What follows belongs to an exercise in optimizing a design on an open flow for small area; a production flow would make more cautious choices.
The RTL was checked by simulation tests, not by an equivalence proof against the original design.
In every run shown here, the design's own scripts or RTL, not TritonCTS, make the clock network.
The flow treats the clock pin as an ideal source. Dropping or thinning the clock tree relies on that and would not hold on a real chip.
Power figures rest on the tool's default switching activity, not on a simulated workload.

[flow/design.v]
module Snake (
  input wire clk,
  input reset, left, right, up, down,
  output h_sync, v_sync,
  output [3:0] red, green, blue
);
  function automatic [10:0] add11(input [10:0] a, input [10:0] b);
    integer i; reg c;
    begin c = 1'b0; for (i = 0; i < 11; i = i + 1) begin add11[i] = a[i] ^ b[i] ^ c; c = (a[i] & b[i]) | (c & (a[i] ^ b[i])); end end
  endfunction
  function automatic [10:0] inc11(input [10:0] a, input ci);
    integer i; reg c;
    begin c = ci; for (i = 0; i < 11; i = i + 1) begin inc11[i] = a[i] ^ c; c = c & a[i]; end end
  endfunction
  function automatic [10:0] addc11(input [10:0] a, input [10:0] b, input ci);
    integer i; reg c;
    begin c = ci; for (i = 0; i < 11; i = i + 1) begin addc11[i] = a[i] ^ b[i] ^ c; c = (a[i] & b[i]) | (c & (a[i] ^ b[i])); end end
  endfunction
  function automatic [10:0] sub11(input [10:0] a, input [10:0] b);
    integer i; reg c;
    begin c = 1'b1; for (i = 0; i < 11; i = i + 1) begin sub11[i] = a[i] ^ ~b[i] ^ c; c = (a[i] & ~b[i]) | (c & (a[i] | ~b[i])); end end
  endfunction
  function automatic lt11(input [10:0] a, input [10:0] b);
    integer i; reg l;
    begin l = 1'b0; for (i = 0; i < 11; i = i + 1) l = (~a[i] & b[i]) | (~a[i] & l) | (b[i] & l); lt11 = l; end
  endfunction
  function automatic in19(input [10:0] d);
    in19 = (d[10:4] == 7'd0) & (d[3:0] != 4'd0) & ~(d[3] & (d[2] | d[1]));
  endfunction
  reg [1:0] ph;    
  reg       run;   
  always @(posedge clk) begin
    run <= ~reset;
    if (reset) ph <= 2'b00;
    else       ph <= {ph[0], ~ph[1]};
  end
  wire en = run & (ph == 2'b00);
  localparam [16:0] TERM = 17'h151ae;
  reg  [16:0] lf;
  wire upd = (lf == TERM);
  always @(posedge clk) begin
    if (reset | upd) lf <= {16'd0, ~reset};
    else             lf <= {lf[15:0], ~(lf[16] ^ lf[13])};
  end
  reg [9:0] cx, cy;
  wire cx_end = cx[9] & cx[8] & cx[5];             
  wire cy_end = cy[9] & cy[3] & cy[2] & cy[0];     
  wire line_end = en & cx_end;
  wire [10:0] cxn = inc11({1'b0, cx}, en);
  wire [10:0] cyn = inc11({1'b0, cy}, line_end);
  always @(posedge clk) begin
    cx <= (reset | line_end) ? 10'd0 : cxn[9:0];
    cy <= (reset | (line_end & cy_end)) ? 10'd0 : cyn[9:0];
  end
  wire cx0 = (cx == 10'd0);
  wire disp = ~cx0 & lt11({1'b0, cx}, 11'd641) & lt11({1'b0, cy}, 11'd480);
  wire hs_p = ~lt11({1'b0, cx}, 11'd657) & lt11({1'b0, cx}, 11'd753);
  wire vs_p = cx0 ? ((cy == 10'd491) | (cy == 10'd492)) : ((cy == 10'd490) | (cy == 10'd491));
  wire bx   = (~cx0 & lt11({1'b0, cx}, 11'd16)) | (~lt11({1'b0, cx}, 11'd631) & lt11({1'b0, cx}, 11'd642));
  wire by   = cx0 ? (((cy != 10'd0) & lt11({1'b0, cy}, 11'd16)) | (~lt11({1'b0, cy}, 11'd466) & lt11({1'b0, cy}, 11'd482)))
                  : (lt11({1'b0, cy}, 11'd15) | (~lt11({1'b0, cy}, 11'd465) & lt11({1'b0, cy}, 11'd481)));
  wire brd  = bx | by;
  assign h_sync = ~hs_p;
  assign v_sync = ~vs_p;
  reg [5:0] rc;    
  wire [10:0] rcn = inc11({5'b0, rc}, en);
  always @(posedge clk)
    rc <= reset ? 6'd63 : rcn[5:0];
  reg [5:0] aidx;   
  reg       aset;   
  wire [8:0] tx, ty;
  assign tx[0] = 1'b0;
  assign tx[1] = 1'b0;
  assign tx[2] = (aidx[4:0] == 5'd0) | (aidx[4:0] == 5'd1) | (aidx[4:0] == 5'd3) | (aidx[4:0] == 5'd5) | (aidx[4:0] == 5'd7) | (aidx[4:0] == 5'd9) | (aidx[4:0] == 5'd11) | (aidx[4:0] == 5'd13) | (aidx[4:0] == 5'd15) | (aidx[4:0] == 5'd17) | (aidx[4:0] == 5'd19) | (aidx[4:0] == 5'd21) | (aidx[4:0] == 5'd23) | (aidx[4:0] == 5'd25) | (aidx[4:0] == 5'd27) | (aidx[4:0] == 5'd29) | (aidx[4:0] == 5'd31);
  assign tx[3] = (aidx[4:0] == 5'd2) | (aidx[4:0] == 5'd3) | (aidx[4:0] == 5'd6) | (aidx[4:0] == 5'd7) | (aidx[4:0] == 5'd10) | (aidx[4:0] == 5'd11) | (aidx[4:0] == 5'd14) | (aidx[4:0] == 5'd15) | (aidx[4:0] == 5'd18) | (aidx[4:0] == 5'd19) | (aidx[4:0] == 5'd22) | (aidx[4:0] == 5'd23) | (aidx[4:0] == 5'd26) | (aidx[4:0] == 5'd27) | (aidx[4:0] == 5'd30) | (aidx[4:0] == 5'd31);
  assign tx[4] = (aidx[4:0] == 5'd0) | (aidx[4:0] == 5'd1) | (aidx[4:0] == 5'd3) | (aidx[4:0] == 5'd4) | (aidx[4:0] == 5'd6) | (aidx[4:0] == 5'd9) | (aidx[4:0] == 5'd11) | (aidx[4:0] == 5'd12) | (aidx[4:0] == 5'd14) | (aidx[4:0] == 5'd17) | (aidx[4:0] == 5'd19) | (aidx[4:0] == 5'd21) | (aidx[4:0] == 5'd23) | (aidx[4:0] == 5'd24) | (aidx[4:0] == 5'd26) | (aidx[4:0] == 5'd29) | (aidx[4:0] == 5'd31);
  assign tx[5] = (aidx[4:0] == 5'd2) | (aidx[4:0] == 5'd3) | (aidx[4:0] == 5'd5) | (aidx[4:0] == 5'd6) | (aidx[4:0] == 5'd8) | (aidx[4:0] == 5'd9) | (aidx[4:0] == 5'd12) | (aidx[4:0] == 5'd15) | (aidx[4:0] == 5'd18) | (aidx[4:0] == 5'd19) | (aidx[4:0] == 5'd22) | (aidx[4:0] == 5'd23) | (aidx[4:0] == 5'd25) | (aidx[4:0] == 5'd26) | (aidx[4:0] == 5'd28) | (aidx[4:0] == 5'd29);
  assign tx[6] = (aidx[4:0] == 5'd4) | (aidx[4:0] == 5'd5) | (aidx[4:0] == 5'd6) | (aidx[4:0] == 5'd10) | (aidx[4:0] == 5'd11) | (aidx[4:0] == 5'd12) | (aidx[4:0] == 5'd16) | (aidx[4:0] == 5'd17) | (aidx[4:0] == 5'd18) | (aidx[4:0] == 5'd19) | (aidx[4:0] == 5'd24) | (aidx[4:0] == 5'd25) | (aidx[4:0] == 5'd26) | (aidx[4:0] == 5'd30) | (aidx[4:0] == 5'd31);
  assign tx[7] = (aidx[4:0] == 5'd7) | (aidx[4:0] == 5'd8) | (aidx[4:0] == 5'd9) | (aidx[4:0] == 5'd10) | (aidx[4:0] == 5'd11) | (aidx[4:0] == 5'd12) | (aidx[4:0] == 5'd27) | (aidx[4:0] == 5'd28) | (aidx[4:0] == 5'd29) | (aidx[4:0] == 5'd30) | (aidx[4:0] == 5'd31);
  assign tx[8] = (aidx[4:0] == 5'd13) | (aidx[4:0] == 5'd14) | (aidx[4:0] == 5'd15) | (aidx[4:0] == 5'd16) | (aidx[4:0] == 5'd17) | (aidx[4:0] == 5'd18) | (aidx[4:0] == 5'd19);
  wire [10:0] pyw = add11({5'b0, aidx}, 11'd10);
  wire [5:0] p = pyw[5:0];
  wire p01 = (p[5:1] == 5'd0);
  wire ge25 = ~lt11({5'b0, p}, 11'd25);
  wire ge50 = ~lt11({5'b0, p}, 11'd50);
  wire ge52 = ~lt11({5'b0, p}, 11'd52);
  wire [10:0] qq = sub11({5'b0, p}, ge52 ? 11'd52 : ge50 ? 11'd50 : ge25 ? 11'd25 : 11'd0);
  wire [4:0] q = qq[4:0];
  wire [10:0] t10b = add11({3'b0, q, 3'b000}, {5'b0, q, 1'b0});
  wire [10:0] t10c = add11(t10b, {7'b0, ge52, 3'b000});
  assign ty = p01 ? 9'd20 : t10c[8:0];
  wire [8:0] ax = aset ? tx : 9'd350;
  wire [8:0] ay = aset ? ty : 9'd300;
  reg       mv;      
  reg [1:0] mdir;    
  always @(posedge clk) begin
    if (reset) mv <= 1'b0;
    else if (left | right | up | down) mv <= 1'b1;
    if (left)       mdir <= 2'd0;
    else if (right) mdir <= 2'd1;
    else if (up)    mdir <= 2'd2;
    else if (down)  mdir <= 2'd3;
  end
  reg [1:0] last;    
  reg [1:0] rg0, rg1, rg2, rg3, rg4, rg5, rg6, rg7, rg8;
  always @(posedge clk) begin
    if (upd) last <= mdir;
    rg0 <= upd ? last : rg8;
    rg1 <= rg0; rg2 <= rg1; rg3 <= rg2; rg4 <= rg3;
    rg5 <= rg4; rg6 <= rg5; rg7 <= rg6; rg8 <= rg7;
  end
  wire [1:0] h0 = last;
  wire [1:0] h9 = rg8;
  reg [9:0] n1x, n10x;
  reg [8:0] n1y, n10y;
  reg [3:0] cnt;
  wire lv = (cnt != 4'd0);
  wire ov = (cnt == 4'd10);
  wire dzx = ~lv | h0[1];
  wire dpx = lv & ~h0[1] & h0[0];
  wire dnx = lv & ~h0[1] & ~h0[0];
  wire dzy = ~lv | ~h0[1];
  wire dpy = lv & h0[1] & h0[0];
  wire dny = lv & h0[1] & ~h0[0];
  wire ux = upd & lv & ~h0[1];
  wire uy = upd & lv &  h0[1];
  wire vx = upd & ov & ~h9[1];
  wire vy = upd & ov &  h9[1];
  wire [9:0] ax_l = ux ? (h0[0] ? -10'd5 : 10'd5) : 10'd0;    
  wire [8:0] ay_l = uy ? (h0[0] ? -9'd5  : 9'd5)  : 9'd0;
  wire [9:0] ax_o = vx ? (h9[0] ? -10'd5 : 10'd5) : 10'd0;    
  wire [8:0] ay_o = vy ? (h9[0] ? -9'd5  : 9'd5)  : 9'd0;
  wire [10:0] n1xn = add11({1'b0, n1x}, {1'b0, ax_l});
  wire [10:0] n1yn = add11({2'b0, n1y}, {2'b0, ay_l});
  wire [10:0] n10xn = add11({1'b0, n10x}, {1'b0, ax_o});
  wire [10:0] n10yn = add11({2'b0, n10y}, {2'b0, ay_o});
  wire [10:0] cntn = inc11({7'b0, cnt}, upd & mv & ~ov);
  always @(posedge clk) begin
    n1x  <= reset ? ~10'd320 : n1xn[9:0];
    n1y  <= reset ? ~9'd240  : n1yn[8:0];
    n10x <= reset ? ~10'd320 : n10xn[9:0];
    n10y <= reset ? ~9'd240  : n10yn[8:0];
    cnt  <= reset ? 4'd0    : cntn[3:0];
  end
  wire xwp = lt11({1'b0, n1x}, 11'd5);      
  wire xwn = ~lt11({1'b0, n1x}, 11'd1019);  
  wire ywp = lt11({2'b0, n1y}, 11'd5);      
  wire ywn = ~lt11({2'b0, n1y}, 11'd507);   
  reg pa, apl, snk, hd, go, R, G, B;
  wire [10:0] cxm = add11({1'b0, cx}, 11'd2038);
  wire [10:0] cym = add11({1'b0, cy}, 11'd2038);
  wire cxl = lt11({1'b0, cx}, 11'd10);
  wire cyl = lt11({1'b0, cy}, 11'd10);
  wire [10:0] d1x = addc11({1'b0, cx}, {1'b1, n1x}, 1'b1);
  wire [10:0] d1y = addc11({1'b0, cy}, {2'b11, n1y}, 1'b1);
  wire in_apple = in19(sub11({1'b0, cx}, {2'b0, ax})) & in19(sub11({1'b0, cy}, {2'b0, ay}));
  wire [10:0] ex = addc11({1'b0, cx}, {1'b1, n10x}, 1'b1);
  wire [10:0] ey = addc11({1'b0, cy}, {2'b11, n10y}, 1'b1);
  wire in_body  = ~d1x[10] & (d1x != 11'd0) & (ex[10] | (ex[9:4] == 6'd0 & ~(ex[3] & (ex[2] | ex[1])))) &
                  ~d1y[10] & (d1y != 11'd0) & (ey[10] | (ey[9:4] == 6'd0 & ~(ey[3] & (ey[2] | ey[1]))));
  wire head_x = (dzx & (~lt11(d1x ^ 11'h400, 11'd1025) & lt11(d1x ^ 11'h400, 11'd1034))) |
                   (dpx & ~xwp & (~lt11(d1x ^ 11'h400, 11'd1030) & lt11(d1x ^ 11'h400, 11'd1039))) |
                   (dpx & xwp & (~lt11(d1x ^ 11'h400, 11'd6) & lt11(d1x ^ 11'h400, 11'd15))) |
                   (dnx & ~xwn & (~lt11(d1x ^ 11'h400, 11'd1020) & lt11(d1x ^ 11'h400, 11'd1029)));
  wire head_y = (dzy & (~lt11(d1y ^ 11'h400, 11'd1025) & lt11(d1y ^ 11'h400, 11'd1034))) |
                   (dpy & ~ywp & (~lt11(d1y ^ 11'h400, 11'd1030) & lt11(d1y ^ 11'h400, 11'd1039))) |
                   (dpy & ywp & (~lt11(d1y ^ 11'h400, 11'd518) & lt11(d1y ^ 11'h400, 11'd527))) |
                   (dny & ~ywn & (~lt11(d1y ^ 11'h400, 11'd1020) & lt11(d1y ^ 11'h400, 11'd1029))) |
                   (dny & ywn & (~lt11(d1y ^ 11'h400, 11'd1532) & lt11(d1y ^ 11'h400, 11'd1541)));
  wire in_head = head_x & head_y;
  always @(posedge clk) begin
    if (reset) begin
      pa <= 1'b0; apl <= 1'b0; snk <= 1'b0; hd <= 1'b0; go <= 1'b1;
      R <= 1'b0; G <= 1'b0; B <= 1'b0;
      aset <= 1'b0;
    end else if (en) begin
      pa  <= in_apple;
      apl <= pa;
      snk <= in_body;
      hd  <= in_head;
      go  <= brd & (snk | hd);
      R   <= disp & apl & ~go;
      G   <= disp & snk & ~go;
      B   <= disp & (brd | hd | go);
      if (apl & hd) aset <= 1'b1;
    end
  end
  always @(posedge clk)
    if (en & apl & hd) aidx <= rc;
  assign red   = {4{R}};
  assign green = {4{G}};
  assign blue  = {4{B}};
endmodule
[flow/flow/run.sh]
#!/bin/bash
# The standard layout (standard.sh), with two changes: the ports get the
# smallest buffer, and the clock tree is built by flow/cts_manual.tcl (the
# clock port drives one root buffer, which drives one buffer per spatial
# cluster of flip-flops) instead of TritonCTS.
set -euo pipefail
export BUFFER_PORTS_ARGS="-buffer_cell sky130_fd_sc_hd__buf_1"
export PRE_CTS_TCL="$PWD/flow/cts_manual.tcl"
export MCTS_NLEAF=8
export MCTS_MODE=bisect
export MCTS_ROOT=sky130_fd_sc_hd__clkbuf_16
export MCTS_BUF=sky130_fd_sc_hd__clkbuf_8
bash standard.sh > standard.log 2>&1
[flow/flow/cts_manual.tcl]
# Recursive bisection of the sinks into nleaf groups (nleaf a power of two):
# split at the median of the longer side of the group's bounding box.
proc mcts_bisect_rec { idx sinks nleaf base } {
  if {$nleaf <= 1} {
    set r {}
    foreach i $idx { lappend r $i $base }
    return $r
  }
  set xs {}; set ys {}
  foreach i $idx { lappend xs [lindex $sinks $i 1]; lappend ys [lindex $sinks $i 2] }
  set xs [lsort -integer $xs]; set ys [lsort -integer $ys]
  set w [expr {[lindex $xs end] - [lindex $xs 0]}]
  set h [expr {[lindex $ys end] - [lindex $ys 0]}]
  set col [expr {$w >= $h ? 1 : 2}]
  set pairs {}
  foreach i $idx { lappend pairs [list $i [lindex $sinks $i $col]] }
  set pairs [lsort -integer -index 1 $pairs]
  set half [expr {[llength $pairs] / 2}]
  set a {}; set b {}
  set k 0
  foreach p $pairs { if {$k < $half} { lappend a [lindex $p 0] } else { lappend b [lindex $p 0] }; incr k }
  set n2 [expr {$nleaf / 2}]
  return [concat [mcts_bisect_rec $a $sinks $n2 $base] [mcts_bisect_rec $b $sinks $n2 [expr {$base + $n2}]]]
}
proc mcts_bisect { sinks nleaf } {
  set idx {}
  for {set i 0} {$i < [llength $sinks]} {incr i} { lappend idx $i }
  set r [mcts_bisect_rec $idx $sinks $nleaf 0]
  set asg [lrepeat [llength $sinks] 0]
  foreach {i k} $r { lset asg $i $k }
  return $asg
}

# Replaces TritonCTS with a one-level clock tree: the clock port drives NLEAF
# buffers, each driving one spatial cluster of the clock sinks.
proc clock_tree_synthesis { args } {
  set nleaf [expr { [info exists ::env(MCTS_NLEAF)] ? $::env(MCTS_NLEAF) : 4 }]
  set bufname [expr { [info exists ::env(MCTS_BUF)] ? $::env(MCTS_BUF) : "sky130_fd_sc_hd__clkbuf_8" }]
  set db [ord::get_db]
  set block [ord::get_db_block]
  set master [$db findMaster $bufname]
  set clk [$block findNet clk]
  set sinks {}
  foreach it [$clk getITerms] {
    set inst [$it getInst]
    set bb [$inst getBBox]
    lappend sinks [list $it [expr {([$bb xMin] + [$bb xMax]) / 2}] [expr {([$bb yMin] + [$bb yMax]) / 2}]]
  }
  set n [llength $sinks]
  puts "manual cts: $n sinks, $nleaf leaves of $bufname"
  # k-means clustering, initial centres spread along a sort by x then y
  set sorted [lsort -integer -index 1 $sinks]
  set cx {}; set cy {}
  for {set k 0} {$k < $nleaf} {incr k} {
    set s [lindex $sorted [expr {int(($k + 0.5) * $n / $nleaf)}]]
    lappend cx [lindex $s 1]; lappend cy [lindex $s 2]
  }
  for {set iter 0} {$iter < 50} {incr iter} {
    # capacity-limited assignment: sink-centre pairs in order of distance
    set cap [expr {int(ceil(double($n) / $nleaf))}]
    set pairs {}
    set i 0
    foreach s $sinks {
      for {set k 0} {$k < $nleaf} {incr k} {
        lappend pairs [list [expr {abs([lindex $s 1] - [lindex $cx $k]) + abs([lindex $s 2] - [lindex $cy $k])}] $i $k]
      }
      incr i
    }
    set pairs [lsort -real -index 0 $pairs]
    set asg [lrepeat $n -1]
    set used [lrepeat $nleaf 0]
    foreach p $pairs {
      lassign $p d i k
      if {[lindex $asg $i] >= 0} continue
      if {[lindex $used $k] >= $cap} continue
      lset asg $i $k
      lset used $k [expr {[lindex $used $k] + 1}]
    }
    set assign $asg
    if {[info exists ::env(MCTS_MODE)] && $::env(MCTS_MODE) eq "bisect"} { set assign [mcts_bisect $sinks $nleaf] }
    set ncx {}; set ncy {}
    for {set k 0} {$k < $nleaf} {incr k} {
      set sx 0; set sy 0; set c 0
      foreach s $sinks a $assign { if {$a == $k} { set sx [expr {$sx + [lindex $s 1]}]; set sy [expr {$sy + [lindex $s 2]}]; incr c } }
      if {$c > 0} { lappend ncx [expr {$sx / $c}]; lappend ncy [expr {$sy / $c}] } else { lappend ncx [lindex $cx $k]; lappend ncy [lindex $cy $k] }
    }
    set cx $ncx; set cy $ncy
  }
  set src $clk
  if {[info exists ::env(MCTS_ROOT)] && $::env(MCTS_ROOT) ne ""} {
    set rinst [odb::dbInst_create $block [$db findMaster $::env(MCTS_ROOT)] "mcts_root"]
    set rnet [odb::dbNet_create $block "mcts_clknet_root"]
    $rnet setSigType CLOCK
    # move the port's sinks onto the root net
    [$rinst findITerm A] connect $clk
    [$rinst findITerm X] connect $rnet
    set sx 0; set sy 0
    foreach v $cx { set sx [expr {$sx + $v}] }
    foreach v $cy { set sy [expr {$sy + $v}] }
    $rinst setLocation [expr {int($sx / $nleaf)}] [expr {int($sy / $nleaf)}]
    $rinst setPlacementStatus PLACED
    set src $rnet
  }
  for {set k 0} {$k < $nleaf} {incr k} {
    set inst [odb::dbInst_create $block $master "mcts_leaf_$k"]
    set net [odb::dbNet_create $block "mcts_clknet_$k"]
    $net setSigType CLOCK
    [$inst findITerm A] connect $src
    [$inst findITerm X] connect $net
    $inst setLocation [expr {int([lindex $cx $k])}] [expr {int([lindex $cy $k])}]
    $inst setPlacementStatus PLACED
    set c 0
    foreach s $sinks a $assign {
      if {$a == $k} {
        set it [lindex $s 0]
        $it disconnect
        $it connect $net
        incr c
      }
    }
    puts "manual cts: leaf $k at ([lindex $cx $k], [lindex $cy $k]) drives $c sinks"
  }
  global_connect
}
[flow/standard.sh]
#!/bin/bash
# synth_recipe.tcl (not shown) runs the flow's synth.tcl, then flattens the netlist and writes it again
# the make line also repeats each setting of config.mk as NAME=value (left out here)
make -C /OpenROAD-flow-scripts/flow DESIGN_CONFIG=/design/flow/config.mk WORK_HOME=/design/flow/orfs CLKGATE_MAP_FILE= SYNTH_SCRIPT=/design/flow/synth_recipe.tcl "${@:-finish}"
[flow/config.mk]
export PLATFORM = sky130hd
export DESIGN_NAME = Snake
export DESIGN_NICKNAME = Snake
export VERILOG_FILES = /design/flow/design.v
export SDC_FILE = /design/flow/constraint.sdc
export NUM_CORES = 4
export LEC_CHECK = 0
export CAP_MARGIN = 20
export CORE_MARGIN = 2
export CORE_UTILIZATION = 40
export SLEW_MARGIN = 20
[flow/constraint.sdc]
create_clock -name core_clock -period 10.0 [get_ports {clk}]
set_input_delay 2.0000 -clock core_clock [delete_from_list [all_inputs] [get_ports {clk}]]
set_output_delay 2.0000 -clock core_clock [all_outputs]
set_load 0.01 [all_outputs]
==> results of run 1 <==
[final timing paths]
check             startpoint  endpoint  slack [ps]  depth (start not counted)
hold reg to reg       rg6[0]    rg7[0]         330                          0
setup / recovery     aidx[1]        pa        2920                         32
hold / removal        rg6[0]    rg7[0]         330                          0
setup reg to reg     aidx[1]        pa        2920                         32
[metal layers]
layer / wire [um] / up-vias / track usage, %
li1: - / 2417 / -
met3: 501 / 17 / 1.316
met4: 227 / 0 / 1.947
met2: 6469 / 85 / 24.63
met5: 0 / - / 0
met1: 7039 / 2288 / 22.42
[final cells by class]
type	instances	share of cell area [%]
multi-input cells	480	55.60
flip-flops and latches	126	32.93
inverters	106	5.035
well taps	234	3.705
plain buffers	9	1.710
repair buffers	20	1.013
[cell families (layout without fill, tap and decap cells)]
| logic type | count (synthesis) | in the layout | synth area share, % |
|---|---|---|---|
| multiplexers | 7 | 7 | 0.9628 |
| XOR/XNOR | 17 | 17 | 1.976 |
| buffers and inverters | 131 | 135 | 7.171 |
| AO/OA/AOI/OAI | 68 | 68 | 5.960 |
| AND/OR/NAND/NOR | 255 | 255 | 18.96 |
| flip-flops | 126 | 126 | 34.53 |
| adder cells (fa/ha/maj) | 133 | 133 | 30.44 |
[cells in the mapped netlist, drive strengths merged (2+ instances only)]
master,n,share of area [%]
a311oi,2,0.23
or4b,2,0.27
inv,105,5.2
o311a,2,0.27
a31oi,4,0.33
fa,84,22
and3b,2,0.23
o221ai,2,0.23
buf,14,1.3
or2,23,1.9
nor4b,4,0.46
nor2,45,2.2
nor4,14,1.4
nand3,16,1.1
nand4,9,0.75
o2111ai,4,0.46
nand3b,2,0.20
and4b,2,0.32
mux2i,5,0.66
edfxtp,8,3.2
mux2,2,0.30
o211ai,3,0.30
nand2,33,1.6
or3,3,0.25
xnor2,14,1.6
xor2,3,0.35
o21ai,14,0.93
dfxtp,118,31
nor2b,32,2.7
o41ai,2,0.23
or4,3,0.35
a22oi,3,0.30
nor3,17,1.1
o22ai,2,0.17
nand2b,2,0.17
and3,7,0.58
and2,34,2.8
a211oi,5,0.50
ha,49,8.1
clkbuf,11,0.55
a21oi,18,1.2
nor3b,2,0.20
[power by group]
group	internal (W)	total, W	switching (W)
clock network	0.0000911	0.000245	0.000154
logic	0.00000999	0.0000272	0.0000172
registers	0.000513	0.000518	0.00000463
total	0.000614	0.000790	0.000175
[flip-flops by register name, indices dropped and copies added, names as in the netlist, 4 cells and up]
| signal | cells |
|---|---|
| rc | 6 |
| n10y | 9 |
| n10x | 10 |
| cy | 10 |
| n1y | 9 |
| cx | 10 |
| n1x | 10 |
| lf | 17 |
| cnt | 4 |
| aidx | 6 |
[stage by stage]
| step | total power [W] | std cells | hold slack [ps] | setup slack [ps] | instance area [um2] |
|---|---|---|---|---|---|
| after floorplan | 0.0005482 | 737 | 309.6 | 3439 | 7537 |
| after global placement | 0.0005566 | 966 | 309.7 | 3043 | 7767 |
| after detailed placement | 0.0005570 | 966 | 312.1 | 2934 | 7767 |
| after CTS | 0.0007351 | 975 | 312.8 | 2914 | 7903 |
| after global routing | 0.0008288 | 975 | 342.7 | 2370 | 7903 |
| final | 0.0007898 | 975 | 332.7 | 2920 | 7903 |
==> impl_metrics.csv, run 1 <==
group,metric,value,unit
routing,via_count,4807,
floorplan,die_w,141.3,um
timing,rsz0062_at_grt,"false",
finish,antenna_cells,0,
synth,yosysSeqAreaShare,34.53,%
critical_path,required,10290,ps
floorplan,die_y,141.3,um
synth,synth_async_sr_flop_share,0,%
worst_hold_path,hold_path_class,"flip-flop to flip-flop",
synth,synth_cell_types,57,
cts,post_cts_buffers,0,
routing,wirelength,14.24,mm
finish,mostFrequentLayoutCells,"118 x dfxtp_1, 105 x inv_1, 84 x fa_1, 49 x ha_1, 45 x nor2_1",
synth,postSynthAreaPerCell,10.23,um2
timing,hold_viol,0,
timing,skew,19.46,ps
routing,ant_nets,0,
power_and_ir_drop,vdd_ir_drop_max,0.0001048,V
synth,synth_nets,876,
critical_path,crit_path_end_kind,"flip-flop",
timing,fin_crit,7080,ps
critical_path,crit_top_cell,"fa_1",
critical_path,cp.arrival,7370,ps
critical_path,critPathMaxFanout,10,
floorplan,rows,50,
global_routing,grt-ovfl-total,0,
finish,final_common_cell,"dfxtp_1",
critical_path,slowest_delay,540,ps
routing,wl_per_cell,14.60,um
timing,max_freq,0.1412,GHz
timing,slew_headroom,22.94,%
timing,finalMaxSlewViolations,0,
floorplan,dieArea,19960,um2
timing,setup_viol,0,
floorplan,ios,20,
critical_path,cp_top_family,"adder cells",
routing,drc,0,
floorplan,initial_core_util,40.57,%
routing,drtIter0Drc,223,
finish,fillCellCount,1806,
finish,final_nets,882,
placement,hpwl,10.97,mm
finish,drive_gt1_share,5.398,%
routing,via_per_inst,4.930,
finish,final_util,42.53,%
critical_path,critPathLaunchType,"flip-flop",
global_routing,antenna_found_initial,0,
global_routing,grt_pass1_wl,24.69,mm
placement,port_buffers,19,
finish,multiInputGateArea,4394,um2
global_routing,grt_pass1_vias,4682,
synth,ys_warn_count,1,
routing,firstDrtPassIters,4,
timing,setup_tns,0,ps
synth,netlist_area,7537,um2
synth,ys.flop_type,"dfxtp_1",
cts,clk_pin_slew,100,ps
critical_path,cpMaxStageDelayCell,"edfxtp_1",
synth,ys_ff_latch,126,
critical_path,worst-path-buf-inv,8,
critical_path,crit_type,"flip-flop to flip-flop",
status,outcome,"finished clean",
global_routing,grtUsageTotal,15.04,%
synth,synth-edff-count,8,
timing,worst_slew_pin_slew,1145,ps
cts,cts_hold_buffers,0,
floorplan,core,18580,um2
synth,synthCells,737,
cts,clk_latency,350,ps
timing,timing.final.crit_share,70.80,%
finish,seqCellArea,2603,um2
power_and_ir_drop,leakagePower,3.397,nW
cts,post_cts_resized,0,
placement,gp_congestion,0.7769,
global_routing,grt_max_degree,60,
finish,area_delta_synth_final,4.847,%
job,cap_violations,0,
power_and_ir_drop,power_density,99.94,nW/um2
==> run 2: changes to the inputs <==
==> flow/flow/run.sh (replaced) <==
#!/bin/bash
# The standard layout (standard.sh, standard synthesis unchanged), with two
# changes: the ports get the smallest buffer (buf_1), and the clock tree is
# built by flow/cts_manual.tcl instead of TritonCTS: the clock port drives one
# root buffer, which drives eight leaf buffers, each driving one of eight
# groups of flip-flops made by recursive bisection of their placement.
set -euo pipefail
export BUFFER_PORTS_ARGS="-buffer_cell sky130_fd_sc_hd__buf_1"
export PRE_CTS_TCL="$PWD/flow/cts_manual.tcl"
export MCTS_NLEAF=8
export MCTS_MODE=bisect
export MCTS_ROOT=sky130_fd_sc_hd__clkbuf_16
export MCTS_BUF=sky130_fd_sc_hd__clkbuf_8
bash standard.sh > standard.log 2>&1
==> run 2 against run 1 <==
Sequential share of layout area unchanged; routed wire length unchanged; worst setup slack unchanged; sequential power about the same; maximum frequency unchanged; first-iteration DRC count unchanged; area after synthesis unchanged; core utilization unchanged; die area unchanged; critical path type unchanged; combinational power about the same; design area unchanged; register-to-register slack about the same; still clean; critical endpoint unchanged; largest power group unchanged.
==> impl_metrics.csv, run 2 <==
group,metric,value,unit
status,outcome,"finished clean",
timing,hold_viol,0,
floorplan,rows,50,
timing,skew,19.46,ps
global_routing,grt_pass1_wl,24.69,mm
synth,synth_async_sr_flop_share,0,%
finish,fin_area,7903,um2
power_and_ir_drop,pwr-share-seq,65.6,%
timing,fin_crit,7080,ps
worst_hold_path,worstHoldStart,"rg6[0]",
floorplan,die_y,141.3,um
critical_path,r2r_start,"aidx[1]",
routing,drtIter0Drc,223,
placement,gp_congestion,0.7769,
synth,synth_top_area_share,31.34,%
critical_path,cpMaxStageDelayCell,"edfxtp_1",
finish,drive_gt1_share,5.398,%
placement,hpwl,10.97,mm
cts,post_cts_buffers,0,
finish,largest_reg_flops,17,
critical_path,cp.arrival,7370,ps
synth,yosysSeqAreaShare,34.53,%
timing,worst_slew_pin_slew,1145,ps
placement,post_dp_cell_area,7767,um2
synth,netlist_area,7537,um2
timing,slew_headroom,22.94,%
synth,ys_ff_latch,126,
critical_path,crit_top_cell,"fa_1",
synth,synth_cell_types,57,
critical_path,slowest_delay,540,ps
synth,ys_warn_count,1,
critical_path,crit_type,"flip-flop to flip-flop",
timing,setup_tns,0,ps
global_routing,grt_pass1_vias,4682,
job,cap_violations,0,
critical_path,crit_path_end_kind,"flip-flop",
power_and_ir_drop,finalPower,0.0007898,W
floorplan,ios,20,
global_routing,grtUsageTotal,15.04,%
synth,synthTopCellsByArea,"dfxtp_1 31%, fa_1 22%, ha_1 8.1%",
power_and_ir_drop,leakagePower,3.397,nW
power_and_ir_drop,power.share.clock,31.0,%
floorplan,initial_core_util,40.57,%
synth,synth_top_area_cell,"dfxtp_1",
power_and_ir_drop,combPwrFrac,3.4,%
timing,timing.final.crit_share,70.80,%
power_and_ir_drop,switchingPower,0.0001754,W
timing,max_freq,0.1412,GHz
routing,ant_nets,0,
timing,finalMaxSlewViolations,0,
cts,clk_latency,350,ps
routing,via_count,4807,
global_routing,grt-ovfl-total,0,
synth,synthCells,737,
routing,firstDrtPassIters,4,
floorplan,die_w,141.3,um
cts,post_cts_resized,0,
power_and_ir_drop,internal_power,0.0006144,W
routing,wl_per_cell,14.60,um
synth,synth.most_common_cell,"dfxtp_1",
critical_path,critPathLaunchType,"flip-flop",
power_and_ir_drop,swShare,22.21,%
timing,rsz0062_at_grt,"false",
global_routing,grt_max_degree,60,
finish,final_common_cell,"dfxtp_1",
routing,via_per_inst,4.930,
floorplan,dieArea,19960,um2
timing,setup_ws,2920,ps
cts,clk_pin_slew,100,ps
global_routing,antenna_found_initial,0,
critical_path,critPathMaxFanout,10,
critical_path,required,10290,ps
worst_hold_path,hold_path_class,"flip-flop to flip-flop",
finish,area_delta_synth_final,4.847,%
finish,top_register,"lf",
routing,wirelength,14.24,mm
synth,synthTopCellsByCount,"118 x dfxtp_1, 105 x inv_1, 84 x fa_1",
critical_path,worst-path-buf-inv,8,
worst_hold_path,worstHoldPathCells,0,
worst_hold_path,min_to,"rg7[0]",
finish,final_nets,882,
critical_path,ff2ff_path_depth,32,
critical_path,regToRegSetupSlack,2920,ps
cts,cts_hold_buffers,0,
placement,port_buffers,19,
synth,synth-edff-count,8,
synth,ys.flop_type,"dfxtp_1",
timing,setup_viol,0,
critical_path,r2r_end,"pa",
routing,drc,0,
synth,synth_nets,876,
critical_path,cp_top_family,"adder cells",
synth,postSynthAreaPerCell,10.23,um2
power_and_ir_drop,power_density,99.94,nW/um2
floorplan,core,18580,um2
power_and_ir_drop,vdd_ir_drop_max,0.0001048,V
finish,mostFrequentLayoutCells,"118 x dfxtp_1, 105 x inv_1, 84 x fa_1, 49 x ha_1, 45 x nor2_1",
placement,place_ws,2934,ps
finish,antenna_cells,0,
[run 2: cell counts in the layout (fill, tap and decap cells not counted)]
Identical to the previous run, type by type.
[run 2: logic make-up (layout without fill, tap and decap cells)]
kind of cell               after synthesis  in the layout  share of synthesized area [%]
and+or+nand+nor                        255            255                          18.96
adders and majority gates              133            133                          30.44
buffers and inverters                  131            135                          7.171
DFF                                    126            126                          34.53
AOI/OAI and AO/OA                       68             68                          5.960
xor gates and xnor gates                17             17                          1.976
muxes                                    7              7                         0.9628
[run 2: final cells by class]
| type | instances | area (um2) |
|---|---|---|
| sequential | 126 | 2603 |
| timing repair buffer | 20 | 80.08 |
| fill | 1806 | 10680 |
| tap | 234 | 292.8 |
| inverter | 106 | 397.9 |
| multi-input combinational | 480 | 4394 |
| buffer | 9 | 135.1 |
[run 2: worst max path at each step]
stage | cells after the start | endpoint | slack (ps) | start
final | 32 | pa | 2920 | aidx[1]
after global routing | 34 | pa | 2370 | aidx[1]
after CTS | 32 | pa | 2910 | aidx[1]
after detailed placement | 32 | pa | 2930 | aidx[1]
after global placement | 32 | pa | 3040 | aidx[1]
after floorplan | 32 | pa | 3440 | aidx[2]
[run 2: per-stage QoR]
step           utilization, %  hold slack [ps]  instances
3_3_place_gp            41.80            309.7        966
6_report                42.53            332.7        975
3_5_place_dp            41.80            312.1        966
5_1_grt                 42.53            342.7        975
2_1_floorplan               -            309.6        737
4_1_cts                 42.53            312.8        975
[run 2: layer usage]
layer	track usage (%)	up-vias	wire length [um]
li1	-	2417	-
met1	22.42	2288	7039
met5	0	-	0
met4	1.947	0	227
met2	24.63	85	6469
met3	1.316	17	501
[run 2: power groups by stage]
| stage | clock (W) | combinational [W] | sequential [W] |
|---|---|---|---|
| final | 0.000245 | 0.0000272 | 0.000518 |
| after global routing | 0.000278 | 0.0000320 | 0.000519 |
| after CTS | 0.000178 | 0.0000274 | 0.000530 |
| after detailed placement | 0 | 0.0000272 | 0.000530 |
| after global placement | 0 | 0.0000269 | 0.000530 |
| after floorplan | 0 | 0.0000202 | 0.000528 |
[run 2: worst register-to-register path: cells and delay by family (launching register included)]
family / cells / cell delay [ps]
AO/OA/AOI/OAI: 1 / 150
flip-flops: 1 / 540
AND/OR/NAND/NOR: 8 / 1200
XOR/XNOR: 1 / 390
adder cells (fa/ha/maj): 14 / 4170
buffers and inverters: 8 / 520
==> run 3: changes to the inputs <==
--- a/flow/design.v
+++ b/flow/design.v
@@ -153,7 +153,9 @@
   wire cyl = lt11({1'b0, cy}, 11'd10);
   wire [10:0] d1x = addc11({1'b0, cx}, {1'b1, n1x}, 1'b1);
   wire [10:0] d1y = addc11({1'b0, cy}, {2'b11, n1y}, 1'b1);
-  wire in_apple = in19(sub11({1'b0, cx}, {2'b0, ax})) & in19(sub11({1'b0, cy}, {2'b0, ay}));
+  wire [10:0] ey2 = sub11({2'b0, cy[9:1]}, {3'b0, ay[8:1]});
+  wire iny = (ey2[10:3] == 8'd0) & ((ey2[2:0] == 3'd0 & cy[0]) | (ey2[2:0] != 3'd0 & ~(ey2[2] & (ey2[1] | ey2[0]))));
+  wire in_apple = in19(sub11({1'b0, cx}, {2'b0, ax})) & iny;
   wire [10:0] ex = addc11({1'b0, cx}, {1'b1, n10x}, 1'b1);
   wire [10:0] ey = addc11({1'b0, cy}, {2'b11, n10y}, 1'b1);
   wire in_body  = ~d1x[10] & (d1x != 11'd0) & (ex[10] | (ex[9:4] == 6'd0 & ~(ex[3] & (ex[2] | ex[1])))) &
==> run 3 against run 2 <==
Largest power group unchanged; via count rose by 0.44%; synthesized cell count fell by 0.54%; register-to-register slack got worse by 230 ps; clock skew fell by 3.0 ps; critical path depth fell by 1.
==> impl_metrics.csv, run 3 <==
group,metric,value,unit
status,outcome,"finished clean",
floorplan,initial_core_util,40.53,%
critical_path,regToRegSetupSlack,2690,ps
synth,yosysSeqAreaShare,34.56,%
global_routing,grtUsageTotal,15.06,%
routing,via_count,4828,
synth,synth-edff-count,8,
synth,synthTopCellsByCount,"118 x dfxtp_1, 100 x inv_1, 84 x fa_1",
routing,via_per_inst,4.972,
synth,synth_async_sr_flop_share,0,%
critical_path,cpMaxStageDelayCell,"or4b_2",
timing,setup_tns,0,ps
critical_path,critPathMaxFanout,8,
synth,postSynthAreaPerCell,10.27,um2
synth,synth_nets,872,
routing,ant_nets,0,
timing,skew,16.42,ps
routing,wirelength,14.47,mm
finish,final_common_cell,"dfxtp_1",
critical_path,r2r_end,"pa",
routing,firstDrtPassIters,4,
timing,setup_ws,2686,ps
synth,ys_warn_count,1,
timing,finalMaxSlewViolations,0,
critical_path,cp.arrival,7610,ps
synth,ys_ff_latch,126,
timing,max_freq,0.1367,GHz
placement,hpwl,11.09,mm
finish,antenna_cells,0,
power_and_ir_drop,switchingPower,0.0001781,W
placement,port_buffers,19,
routing,drtIter0Drc,227,
cts,clk_pin_slew,100,ps
critical_path,crit_path_end_kind,"flip-flop",
synth,netlist_area,7530,um2
cts,post_cts_resized,0,
synth,synth_cell_types,59,
timing,timing.final.crit_share,73.14,%
worst_hold_path,hold_path_class,"flip-flop to flip-flop",
timing,worst_slew_pin_slew,894.5,ps
finish,area_delta_synth_final,4.902,%
power_and_ir_drop,swShare,22.48,%
critical_path,crit_end,"pa",
critical_path,crit_type,"flip-flop to flip-flop",
placement,gp_congestion,0.8793,
cts,cts_hold_buffers,0,
timing,rsz0062_at_grt,"false",
placement,post_dp_cell_area,7764,um2
routing,drc,0,
power_and_ir_drop,pwr-share-seq,65.3,%
routing,wl_per_cell,14.90,um
synth,ys.flop_type,"dfxtp_1",
floorplan,dieArea,19940,um2
finish,final_nets,878,
timing,fin_crit,7314,ps
power_and_ir_drop,leakagePower,3.398,nW
critical_path,cp_top_family,"adder cells",
critical_path,ff2ff_path_depth,31,
power_and_ir_drop,internal_power,0.0006143,W
power_and_ir_drop,power_density,100.3,nW/um2
power_and_ir_drop,power.share.clock,31.2,%
floorplan,die_w,141.2,um
cts,clk_latency,360,ps
critical_path,crit_top_cell,"fa_1",
critical_path,crit_start,"aidx[1]",
timing,slew_headroom,39.92,%
critical_path,r2r_start,"aidx[1]",
global_routing,antenna_found_initial,0,
placement,place_ws,2730,ps
floorplan,ios,20,
job,cap_violations,0,
synth,synth.most_common_cell,"dfxtp_1",
synth,synthTopCellsByArea,"dfxtp_1 31%, fa_1 22%, ha_1 8.1%",
critical_path,critPathLaunchType,"flip-flop",
critical_path,required,10290,ps
critical_path,slowest_delay,640,ps
finish,largest_reg_flops,17,
timing,setup_viol,0,
global_routing,grt_pass1_vias,4820,
finish,fin_area,7899,um2
cts,post_cts_buffers,0,
synth,synth_top_area_cell,"dfxtp_1",
power_and_ir_drop,combPwrFrac,3.4,%
power_and_ir_drop,vdd_ir_drop_max,0.00009985,V
floorplan,rows,50,
synth,synth_top_area_share,31.37,%
floorplan,die_y,141.2,um
global_routing,grt_pass1_wl,24.72,mm
finish,top_register,"lf",
timing,hold-worst-slack,334.4,ps
critical_path,cp.depth,31,
finish,drive_gt1_share,5.563,%
global_routing,grt_max_degree,60,
floorplan,core,18580,um2
timing,hold_viol,0,
finish,mostFrequentLayoutCells,"118 x dfxtp_1, 100 x inv_1, 84 x fa_1, 49 x ha_1, 42 x nor2_1",
synth,synthCells,733,
critical_path,worst-path-buf-inv,8,
global_routing,grt-ovfl-total,0,
-- run 3: worst min-delay path by stage --
stage | to | from | cells past startpoint
6_report | rg6[1] | rg5[1] | 0
3_5_place_dp | rg4[0] | rg3[0] | 0
4_1_cts | rg4[0] | rg3[0] | 0
2_1_floorplan | rg1[0] | rg0[0] | 0
3_3_place_gp | rg2[0] | rg1[0] | 0
5_1_grt | rg4[1] | rg3[1] | 0
-- run 3: worst register-to-register path, delay by kind of cell (launching register included) --
family / cells / cell delay [ps]
xor+xnor: 1 / 390
compound gates: 2 / 230
buf+inv: 8 / 540
flops: 1 / 500
fa+ha+maj: 14 / 4320
simple gates: 6 / 1280
-- run 3: metal layers --
layer | global-route usage, % | vias to the layer above | share of wire (%) | wire length, um
met4 | 2.053 | 0 | 1.5 | 223
met1 | 22.81 | 2318 | 50 | 7224
met5 | 0 | - | 0 | 0
met3 | 1.087 | 14 | 4.3 | 617
li1 | - | 2406 | - | -
met2 | 24.32 | 90 | 44 | 6405
-- run 3: power by group through the flow --
stage	sequential [W]	combinational, W	clock [W]
floorplan	0.000528	0.0000202	0
global placement	0.000530	0.0000273	0
detailed placement	0.000529	0.0000277	0
CTS	0.000530	0.0000279	0.000178
global route	0.000519	0.0000319	0.000279
finish	0.000518	0.0000271	0.000248
-- run 3: cell families (layout without fill, tap and decap cells) --
kind of cell             count (synthesis)  count (layout)  share of synthesized area [%]
buffers and inverters                  128             132                          7.029
multiplexers                             8               8                          1.097
XOR/XNOR                                17              17                          1.977
flip-flops                             126             126                          34.56
adder cells (fa/ha/maj)                133             133                          30.48
AND/OR/NAND/NOR                        256             256                          19.24
AO/OA/AOI/OAI                           65              65                          5.617
-- run 3: cell type report --
| class | count | area [um2] |
|---|---|---|
| fill | 1790 | 10680 |
| tap | 234 | 292.8 |
| multi-input combinational | 479 | 4398 |
| inverter | 102 | 382.9 |
| timing repair buffer | 21 | 87.58 |
| sequential | 126 | 2603 |
| buffer | 9 | 135.1 |
-- run 3: through the flow --
stage | utilization, % | power, W | instances
floorplan | - | 0.0005480 | 733
global placement | 41.78 | 0.0005569 | 962
detailed placement | 41.78 | 0.0005571 | 962
CTS | 42.51 | 0.0007354 | 971
global route | 42.51 | 0.0008296 | 971
finish | 42.51 | 0.0007924 | 971
==> run 4: changes to the inputs <==
--- a/flow/flow/run.sh
+++ b/flow/flow/run.sh
@@ -9,6 +9,6 @@
 export PRE_CTS_TCL="$PWD/flow/cts_manual.tcl"
 export MCTS_NLEAF=8
 export MCTS_MODE=bisect
-export MCTS_ROOT=sky130_fd_sc_hd__clkbuf_16
+export MCTS_ROOT=sky130_fd_sc_hd__clkbuf_8
 export MCTS_BUF=sky130_fd_sc_hd__clkbuf_8
 bash standard.sh > standard.log 2>&1
==> run 4 against run 3 <==
Still clean on timing, DRC and antenna; die area unchanged; core utilization decreased by 0.061 points; design area decreased by 0.14%; first-iteration DRC count unchanged; synthesized cell count unchanged; critical path depth unchanged; clock power decreased by 4%; register-to-register slack about the same; critical path type unchanged; highest routed layer unchanged.
==> impl_metrics.csv, run 4 <==
group,metric,value,unit
status,outcome,"finished clean",
floorplan,dieArea,19940,um2
synth,ys_ff_latch,126,
floorplan,ios,20,
placement,placedCellCount,962,
synth,yosysSeqAreaShare,34.56,%
finish,antenna_cells,0,
finish,mostFrequentLayoutCells,"118 x dfxtp_1, 100 x inv_1, 84 x fa_1, 49 x ha_1, 42 x nor2_1",
synth,synthTopCellsByArea,"dfxtp_1 31%, fa_1 22%, ha_1 8.1%",
finish,top_register,"lf",
routing,via_per_inst,4.975,
worst_hold_path,worstHoldStart,"rg5[1]",
timing,hold_viol,0,
cts,post_cts_resized,0,
routing,wl_per_cell,14.91,um
worst_hold_path,min_to,"rg6[1]",
finish,area_delta_synth_final,4.752,%
cts,clk_pin_slew,100,ps
power_and_ir_drop,swShare,22.75,%
cts,clk_latency,410,ps
floorplan,rows,50,
placement,hpwl,11.09,mm
timing,max_freq,0.1367,GHz
power_and_ir_drop,vdd_ir_drop_max,0.00009974,V
finish,drive_gt1_share,5.563,%
finish,fin_cells,971,
job,cap_violations,0,
synth,synthTopCellsByCount,"118 x dfxtp_1, 100 x inv_1, 84 x fa_1",
worst_hold_path,worstHoldPathCells,0,
timing,fin_crit,7314,ps
power_and_ir_drop,combPwrFrac,3.5,%
routing,via_count,4831,
synth,ys_warn_count,1,
cts,cts_hold_buffers,0,
synth,synth_nets,872,
routing,wirelength,14.48,mm
routing,ant_nets,0,
power_and_ir_drop,internal_power,0.0006048,W
critical_path,ff2ff_path_depth,31,
critical_path,cpMaxStageDelayCell,"or4b_2",
synth,netlist_area,7530,um2
timing,rsz0062_at_grt,"false",
floorplan,die_y,141.2,um
synth,postSynthAreaPerCell,10.27,um2
worst_hold_path,hold_path_class,"flip-flop to flip-flop",
critical_path,crit_top_cell,"fa_1",
power_and_ir_drop,power.share.clock,30.4,%
timing,worst_slew_pin_slew,894.5,ps
timing,setup_viol,0,
timing,setup_tns,0,ps
critical_path,crit_type,"flip-flop to flip-flop",
finish,fin_area,7888,um2
synth,synth_async_sr_flop_share,0,%
global_routing,grt_pass1_wl,24.72,mm
cts,post_cts_buffers,0,
power_and_ir_drop,leakagePower,3.393,nW
finish,final_nets,878,
critical_path,r2r_end,"pa",
critical_path,cp.arrival,7660,ps
timing,timing.final.crit_share,73.14,%
critical_path,required,10340,ps
floorplan,initial_core_util,40.53,%
critical_path,critPathLaunchType,"flip-flop",
critical_path,regToRegSetupSlack,2690,ps
synth,synthCells,733,
global_routing,grtUsageTotal,15.06,%
critical_path,crit_path_end_kind,"flip-flop",
power_and_ir_drop,switchingPower,0.0001781,W
synth,synth_top_area_share,31.37,%
synth,synth.most_common_cell,"dfxtp_1",
synth,ys.flop_type,"dfxtp_1",
finish,largest_reg_flops,17,
critical_path,cp_top_family,"adder cells",
synth,synth_cell_types,59,
timing,finalMaxSlewViolations,0,
critical_path,slowest_delay,640,ps
global_routing,antenna_found_initial,0,
power_and_ir_drop,pwr-share-seq,66.1,%
placement,gp_congestion,0.8793,
synth,synth_top_area_cell,"dfxtp_1",
routing,drc,0,
critical_path,critPathMaxFanout,8,
global_routing,grt_max_degree,60,
routing,firstDrtPassIters,4,
synth,synth-edff-count,8,
placement,post_dp_cell_area,7764,um2
global_routing,grt_pass1_vias,4820,
floorplan,core,18580,um2
critical_path,r2r_start,"aidx[1]",
routing,drtIter0Drc,227,
global_routing,grt-ovfl-total,0,
power_and_ir_drop,finalPower,0.0007829,W
critical_path,worst-path-buf-inv,8,
timing,skew,16.40,ps
timing,slew_headroom,39.92,%
floorplan,die_w,141.2,um
power_and_ir_drop,power_density,99.26,nW/um2
placement,port_buffers,19,
finish,final_common_cell,"dfxtp_1",
-- run 4: cell counts after synthesis --
Identical to the previous run, type by type.
-- run 4: metal layers --
metal	vias to the layer above	GRT usage, %	wire length, um
li1	2406	-	-
met5	-	0	0
met2	89	24.32	6396
met1	2320	22.81	7235
met3	16	1.087	612
met4	0	2.053	233
-- run 4: logic make-up (layout without fill, tap and decap cells) --
family / Yosys count / in the layout / share of synthesized area [%]
XOR/XNOR: 17 / 17 / 1.977
buffers and inverters: 128 / 132 / 7.029
flip-flops: 126 / 126 / 34.56
AO/OA/AOI/OAI: 65 / 65 / 5.617
adder cells (fa/ha/maj): 133 / 133 / 30.48
AND/OR/NAND/NOR: 256 / 256 / 19.24
multiplexers: 8 / 8 / 1.097
-- run 4: final cells by class --
cell class              instances  area (um2)
well taps                     234       292.8
fillers                      1792       10690
multi-input cells             479        4398
inverters                     102       382.9
plain buffers                   9       123.9
flip-flops and latches        126        2603
repair buffers                 21       87.58
-- run 4: how the worst max path moves through the flow --
stage | start | endpoint | cells past startpoint
3_5_place_dp | aidx[1] | pa | 31
5_1_grt | aidx[1] | pa | 31
4_1_cts | aidx[1] | pa | 29
2_1_floorplan | aidx[1] | pa | 29
6_report | aidx[1] | pa | 31
3_3_place_gp | aidx[1] | pa | 29
-- run 4: per-stage QoR --
step	setup WS (ps)	hold slack [ps]	utilization (%)
3_5_place_dp	2730	312.1	41.78
5_1_grt	2099	342.1	42.45
4_1_cts	2720	312.1	42.45
2_1_floorplan	3097	309.6	-
3_3_place_gp	2814	311.5	41.78
6_report	2686	334.5	42.45
-- run 4: power by group through the flow --
stage | logic (W) | clock network, W | registers [W]
after floorplan | 0.0000202 | 0 | 0.000528
after global placement | 0.0000273 | 0 | 0.000530
after detailed placement | 0.0000277 | 0 | 0.000529
after CTS | 0.0000279 | 0.000169 | 0.000530
after global routing | 0.0000319 | 0.000269 | 0.000519
final | 0.0000271 | 0.000238 | 0.000518

-- re-timing with driven ports --
No port has a modelled driver above. Below, the same layouts with a new extraction and two added sets of constraints.
Step 1 (the two cells are an assumption about what drives the block):
set clk [get_ports {clk}]
set_driving_cell -lib_cell sky130_fd_sc_hd__clkbuf_16 $clk
set_driving_cell -lib_cell sky130_fd_sc_hd__buf_2 [delete_from_list [all_inputs] $clk]
Step 2 adds t to the input delays and takes it off the output delays; t is the mean of the earliest and latest rising clock arrival at the registers after step 1. Input paths then give back, and output paths get back, about the clock's delay inside the block.
Slacks: ideal ports / drivers / drivers and shift; pairs: ideal ports / drivers.
run | t (ns) | slack for setup (ns) | hold WS [ns] | worst data-port slew with drivers (ns)
run 1 | 0.381 | 2.920 / 2.920 / 2.920 | 0.333 / 0.333 / 0.333 | 0.03
run 2 | 0.381 | 2.920 / 2.920 / 2.920 | 0.333 / 0.333 / 0.333 | 0.03
run 3 | 0.387 | 2.686 / 2.686 / 2.686 | 0.334 / 0.334 / 0.334 | 0.03
run 4 | 0.433 | 2.686 / 2.686 / 2.686 | 0.335 / 0.335 / 0.335 | 0.03
After both steps every run listed still meets setup and hold.
